Context: an optimization exercise on an open-source flow, tuned for small area. The choices shown serve that exercise and are no tape-out recipe. Function not checked in this run: the RTL went through the layout flow alone. No activity file was given, so power comes from the tool's default toggle rates.

File: design.v
module DECODER_UNIT
(input wire [1:0]            alu_fun,
output wire arith_enable,logic_enable,comp_enable,shift_enable);
assign arith_enable = alu_fun == 2'b00;
assign logic_enable = alu_fun == 2'b01;
assign comp_enable  = alu_fun == 2'b10;
assign shift_enable = alu_fun == 2'b11;
endmodule
module ARITHMATIC_UNIT
(
  input wire [15:0]  A,B,
  input wire         mul, div, add,
  output wire [16:0] sum,
  output wire [15:0] quo);
wire [16:0] a = {1'b0, A};
wire [16:0] bx = {1'b0, B} ^ {17{~add}};   
wire cin = ~mul & ~add;
wire [16:0] hz;
assign hz[16] = 1'b1;
genvar k, i;
generate
  for (i = 15; i >= 0; i = i - 1) begin : g_hz
    assign hz[i] = hz[i+1] & ~B[i];
  end
endgenerate
wire [16:0] R [0:16];
assign R[16] = 17'b0;
generate
  for (k = 15; k >= 0; k = k - 1) begin : g_stage
    localparam W = 17 - k;
    wire [W-1:0] x, y, s;
    wire [W:0] c;
    assign x = {R[k+1][W-2:0], A[k] & ~mul};
    assign y = mul ? (a[W-1:0] & {W{B[k]}}) : bx[W-1:0];
    assign c[0] = cin;
    for (i = 0; i < W; i = i + 1) begin : g_bit
      assign s[i] = x[i] ^ y[i] ^ c[i];
      assign c[i+1] = (x[i] & y[i]) | (c[i] & (x[i] ^ y[i]));
    end
    assign quo[k] = hz[16-k] & c[W-1];
    if (k > 0) begin : g_sel
      wire sel = mul | (div & quo[k]);
      assign R[k] = {{k{1'b0}}, sel ? s : x};
    end else begin : g_last
      assign R[k] = s;
    end
  end
endgenerate
assign sum = R[0];
endmodule
module LOGIC_UNIT
(
  input wire [15:0]  A,B,
  input wire         logic_enable,
  input wire [1:0]   alu_fun,
  output wire [15:0] logic_out);
wire [15:0] r = alu_fun[0] ? (A | B) : (A & B);
assign logic_out = logic_enable ? (r ^ {16{alu_fun[1]}}) : 16'b0;
endmodule
module comparsion_unit
(
  input wire [16:0]  diff,
  input wire         comp_enable,
  input wire [1:0]   alu_fun,
  output wire [15:0] comp_out);
wire lt = diff[16];
wire eq = ~|diff[15:0];
wire gt = ~lt & ~eq;
assign comp_out = {15'b0, comp_enable & (alu_fun == 2'b01 ? eq :
                                         alu_fun == 2'b10 ? gt :
                                         alu_fun == 2'b11 ? lt : 1'b0)};
endmodule
module shift_unit
(
  input wire [15:0]  A,B,
  input wire         shift_enable,
  input wire [1:0]   alu_fun,
  output wire [15:0] shift_out);
wire [15:0] s = alu_fun[1] ? B : A;
assign shift_out = shift_enable ? (alu_fun[0] ? {s[14:0], 1'b0} : {1'b0, s[15:1]}) : 16'b0;
endmodule
module TOP_VIEW#(parameter alu_width =16)
(
  input wire [alu_width-1:0]    A,B,
  input wire                    clk,rst,
  input wire [3:0]              alu_fun,
  output wire                   arith_flag,carry_out,logic_flag,comp_flag,shift_flag,
  output wire [alu_width-1:0]   arith_out,logic_out,comp_out,shift_out
  );
reg [15:0] a_r, b_r;
reg [1:0]  fun_r;
reg        arith_en, logic_en, comp_en, shift_en;
wire arith_enable, logic_enable, comp_enable, shift_enable;
DECODER_UNIT U_decoder(
  .alu_fun(alu_fun[3:2]),
  .arith_enable(arith_enable),
  .logic_enable(logic_enable),
  .shift_enable(shift_enable),
  .comp_enable(comp_enable)
  );
always @(posedge clk) begin
  a_r   <= A;
  b_r   <= B;
  fun_r <= alu_fun[1:0];
end
always @(posedge clk or negedge rst) begin
  if (!rst) begin
    arith_en <= 1'b0;
    logic_en <= 1'b0;
    comp_en  <= 1'b0;
    shift_en <= 1'b0;
  end else begin
    arith_en <= arith_enable;
    logic_en <= logic_enable;
    comp_en  <= comp_enable;
    shift_en <= shift_enable;
  end
end
assign arith_flag = arith_en;
assign logic_flag = logic_en;
assign comp_flag  = comp_en;
assign shift_flag = shift_en;
wire [16:0] sum;
wire [15:0] quo;
ARITHMATIC_UNIT U_arithmatic(
  .A(a_r),
  .B(b_r),
  .mul(arith_en & fun_r == 2'b10),
  .div(arith_en & fun_r == 2'b11),
  .add(arith_en & fun_r == 2'b00),
  .sum(sum),
  .quo(quo)
  );
wire div_sel = fun_r == 2'b11;
assign arith_out = arith_en ? (div_sel ? quo : sum[15:0]) : 16'b0;
assign carry_out = arith_en & ~div_sel & sum[16];
LOGIC_UNIT U_logic(
  .A(a_r),
  .B(b_r),
  .logic_enable(logic_en),
  .alu_fun(fun_r),
  .logic_out(logic_out)
  );
comparsion_unit U_comp(
  .diff(sum),
  .comp_enable(comp_en),
  .alu_fun(fun_r),
  .comp_out(comp_out)
  );
shift_unit U_shift(
  .A(a_r),
  .B(b_r),
  .shift_enable(shift_en),
  .alu_fun(fun_r),
  .shift_out(shift_out)
  );
endmodule
File: run.sh
#!/bin/bash
# synth_recipe.tcl (not shown) runs the flow's synth.tcl, then flattens the netlist and writes it again
# the make line also repeats each setting of config.mk as NAME=value (left out here)
make -C /OpenROAD-flow-scripts/flow DESIGN_CONFIG=/design/flow/config.mk WORK_HOME=/design/flow/orfs CLKGATE_MAP_FILE= SYNTH_SCRIPT=/design/flow/synth_recipe.tcl finish
File: config.mk
export PLATFORM = sky130hd
export DESIGN_NAME = TOP_VIEW
export DESIGN_NICKNAME = TOP_VIEW
export VERILOG_FILES = /design/flow/design.v
export SDC_FILE = /design/flow/constraint.sdc
export NUM_CORES = 4
export LEC_CHECK = 0
export CAP_MARGIN = 20
export CORE_MARGIN = 2
export CORE_UTILIZATION = 40
export SLEW_MARGIN = 20
File: constraint.sdc
create_clock -name core_clock -period 36.0 [get_ports {clk}]
set_input_delay 7.2000 -clock core_clock [delete_from_list [all_inputs] [get_ports {clk}]]
set_output_delay 7.2000 -clock core_clock [all_outputs]
set_load 0.01 [all_outputs]
==> run notes <==
==> layout make-up <==
class	instances	area (sq um)	share of cell area, %
multi-input combinational	1115	9016	65.69
timing repair buffer	394	3181	23.17
sequential	38	784.5	5.716
tap	324	405.4	2.954
clock buffer	6	150.1	1.094
inverter	40	150.1	1.094
clock inverter	2	38.79	0.2826
==> per-stage QoR <==
step           TNS [ns]  instances
2_1_floorplan   -320.77       1320
3_3_place_gp    -315.75       1891
3_5_place_dp    -325.65       1891
4_1_cts         -322.02       1911
5_1_grt         -347.41       1919
6_report        -322.78       1919
==> timing repair <==
action	4_1_cts	5_1_grt
resized for setup	96	27
endpoints found under the hold margin	0	0
cloned	0	0
pin swaps	20	21
buffers inserted	12	8
setup endpoints to repair	18	18
==> routing by layer <==
metal | vias up | track usage (%) | share of wire [%]
met5 | - | 0 | 0
met4 | 0 | 16.95 | 6.0
met3 | 133 | 6.818 | 10
met2 | 628 | 52.49 | 45
met1 | 5209 | 42.06 | 39
li1 | 4916 | - | -
==> Yosys cell counts, types with 5 or more instances <==
cell type / instances
a211oi_1: 6
a21o_1: 13
a21oi_1: 114
a31oi_1: 10
and2_1: 38
and3_1: 8
buf_1: 10
buf_2: 16
buf_4: 15
clkbuf_1: 83
dfxtp_1: 34
fa_1: 135
inv_1: 40
maj3_1: 14
mux2_2: 22
mux2i_1: 24
mux4_2: 10
nand2_1: 305
nand2b_1: 5
nand3_1: 15
nor2_1: 123
nor2b_1: 13
nor3_1: 8
o211ai_1: 6
o21a_1: 8
o21ai_0: 54
o21ai_1: 14
or2_2: 12
or3_1: 13
xnor2_1: 17
xor2_1: 20
==> power by group <==
group / total (uW) / internal [uW] / leakage (uW) / switching, uW
clock network: 57.5 / 37.1 / 0.0000922 / 20.4
logic: 305 / 151 / 0.00568 / 153
registers: 47.2 / 44.4 / 0.000337 / 2.76
==> final timing paths <==
path                       slack (ns)  cells past startpoint       start   endpoint
worst max-delay path           -20.20                    199    arith_en  carry_out
worst min-delay path             7.11                      1         rst   logic_en
max in group asynchronous       28.71                      1         rst   arith_en
min in group core_clock          7.34                      1  alu_fun[1]   fun_r[1]
==> cells by family after synthesis <==
kind of cell / after synthesis / share of synthesized area [%]
fa+ha+maj: 150 / 29.10
other cells: 1 / 0.03821
mux: 60 / 7.867
buf+inv: 167 / 7.395
simple gates: 573 / 26.30
xor+xnor: 38 / 3.532
flops: 38 / 7.956
compound gates: 279 / 17.81
==> sequential cells by signal, summed over array words and instances (netlist names) <==
register and cells:
comp_en 1, b_r 16, shift_en 1, a_r 16, arith_en 1, fun_r 2, logic_en 1
==> metrics.md <==
| Metric | Value |
|---|---|
| Post-DP HPWL | 31770 microns |
| Commonest non-fill, non-tap cell in the layout | buf_4 |
| CP startpoint kind | register |
| Fin util | between 50% and 60% |
| Crit-path slowest cell | or4_4 |
| Synth top area share | 27.54% |
| Total global routing track utilization | between 30 and 40% |
| Register bit total from synthesis | 38 |
| CP Max Fanout | 5 |
| Crit end category | primary output |
| Synth top area cells | fa_1 (28%), nand2_1 (12%), dfxtp_1 (6.9%), a21oi_1 (5.8%), nor2_1 (4.7%) |
| First-pass GRT wire length | ~64000 microns |
| Yosys warnings | 2 |
| H-Tree Depth | 2 |
| Routed vias | 10886 |
| 1st-pass router iterations | 5 |
| Final total power | 409.3 uW |
| Final period util | 156.1% |
| Worst vdd ir | 0.02189 mV |
| Initial Utilization | 40.59% |
| # diodes | 0 |
| Period minus WS final | 56.20 ns |
| Setup Viol. Count Final | 18 |
| Antenna violations before repair | 1 |
| Port bufs | 91 |
| Number of clock sinks | 38 |
| Hold Path Class | input pin to asynchronous set/reset pin |
| Final hold violations | 0 |
| Total gr overflow | 0 |
| CTS Hold Bufs | 0 |
| Pwr Density | about 30 nW/um^2 |
| Standard-cell rows | 57 |
| Fmax | 17.79 MHz |
| Fraction of synthesis flops using an asynchronous set or reset pin | 10.53% |
| Post-Syn Area per Cell | between 7 and 8 sq um |
| Die extent in y | roughly 160 microns |
| Top-level I/O count | between 100 and 150 |
| Filler cell count | 2225 |
| RSZ-0062 raised after global routing | yes |
| Critical path data arrival time | 49.00 ns |
| Synth Instances | 1306 |
| Worst setup path category | register to primary output |
| Root buffer cell | clkbuf_16 |
| Hold WS | between 7 and 8 ns |
| Pre-CTS setup slack | -20.43 ns |
| Bufs and invs on worst path | 19 |
| EDFF count, synth | 0 |
| Yosys cell types | between 80 and 90 |
| Leakage Power | 0.006105 uW |
| Most common cell on crit path | fa_2 |
| TritonCTS Buffers | 5 |
| Slew HR | 48.03% |
| Commonest cells after routing, fill and taps aside | buf_4 (292), nand2_1 (291), fa_2 (120) |
| Critical path's top delay family | adder cells |
| Status | finished with violations |
| Design area | between 10000 and 15000 sq um |
| WL per Instance | 22.05 microns |
| Yosys top cell by area | fa_1 |
| Worst slew pin tran | 0.7795 ns |
| Share of cells above drive strength 1 | 37.30% |
| Number of global-route vias before repair | 10952 |
| Clock Tree Buf Depth | 2 |
| Seq/Total Area, Yosys | 7.956% |
| GP Congestion | between 0.9 and 1 |
| Die Area | 25800 sq um |
| Largest net degree at the start of global routing | between 60 and 70 |
| Post-route ant nets | 0 |
| Clock Pin Slew Worst Setup and Hold Paths | 0.06 ns |
| Post-route setup slack | -20.20 ns |
| CTS tree | yes |
| # DRC | 0 |
| Main synth FF type | dfxtp_1 |
| First DRT Iteration DRCs | 1097 |
| DP Area | 13260 sq um |
| Final nets | between 1500 and 2000 |
| Routed wire length | 42310 microns |
| Data required, critical path | 28.80 ns |
| Area delta synth->final | 39.87% |
| Mapped cell area | 9813 sq um |
| Final-report max-slew violation count | 0 |
| DR vias/cell | 5.673 |
| Die Span X | 160.6 microns |
| Max-cap violation count | 0 |
| Worst path max stage delay | 0.49 ns |
| SO Faults | negative setup slack |
| Floorplan core area | 24180 sq um |

-- afterwards: timing with drivers on the ports --
No port has a modelled driver above. Below, the same layout with a new extraction and two added sets of constraints. Step 1: set_driving_cell puts a clkbuf_16 on clk and a buf_2 on each other input, an assumption about the parent block. Step 2 also shifts input and output timing later by t, the mid clock arrival at the registers, as if the neighbouring blocks saw the same clock. Three values: ideal, step 1, step 2; two values: the first two.
shift t [ns]: 0.331
setup WS [ns]: -20.201 / -20.241 / -19.910
hold slack, ns: 7.107 / 7.092 / 7.423
cell pins on the clock port's net: 1
For this run, drivers alone change the setup slack by -0.040 ns; drivers and shift together by +0.291 ns.
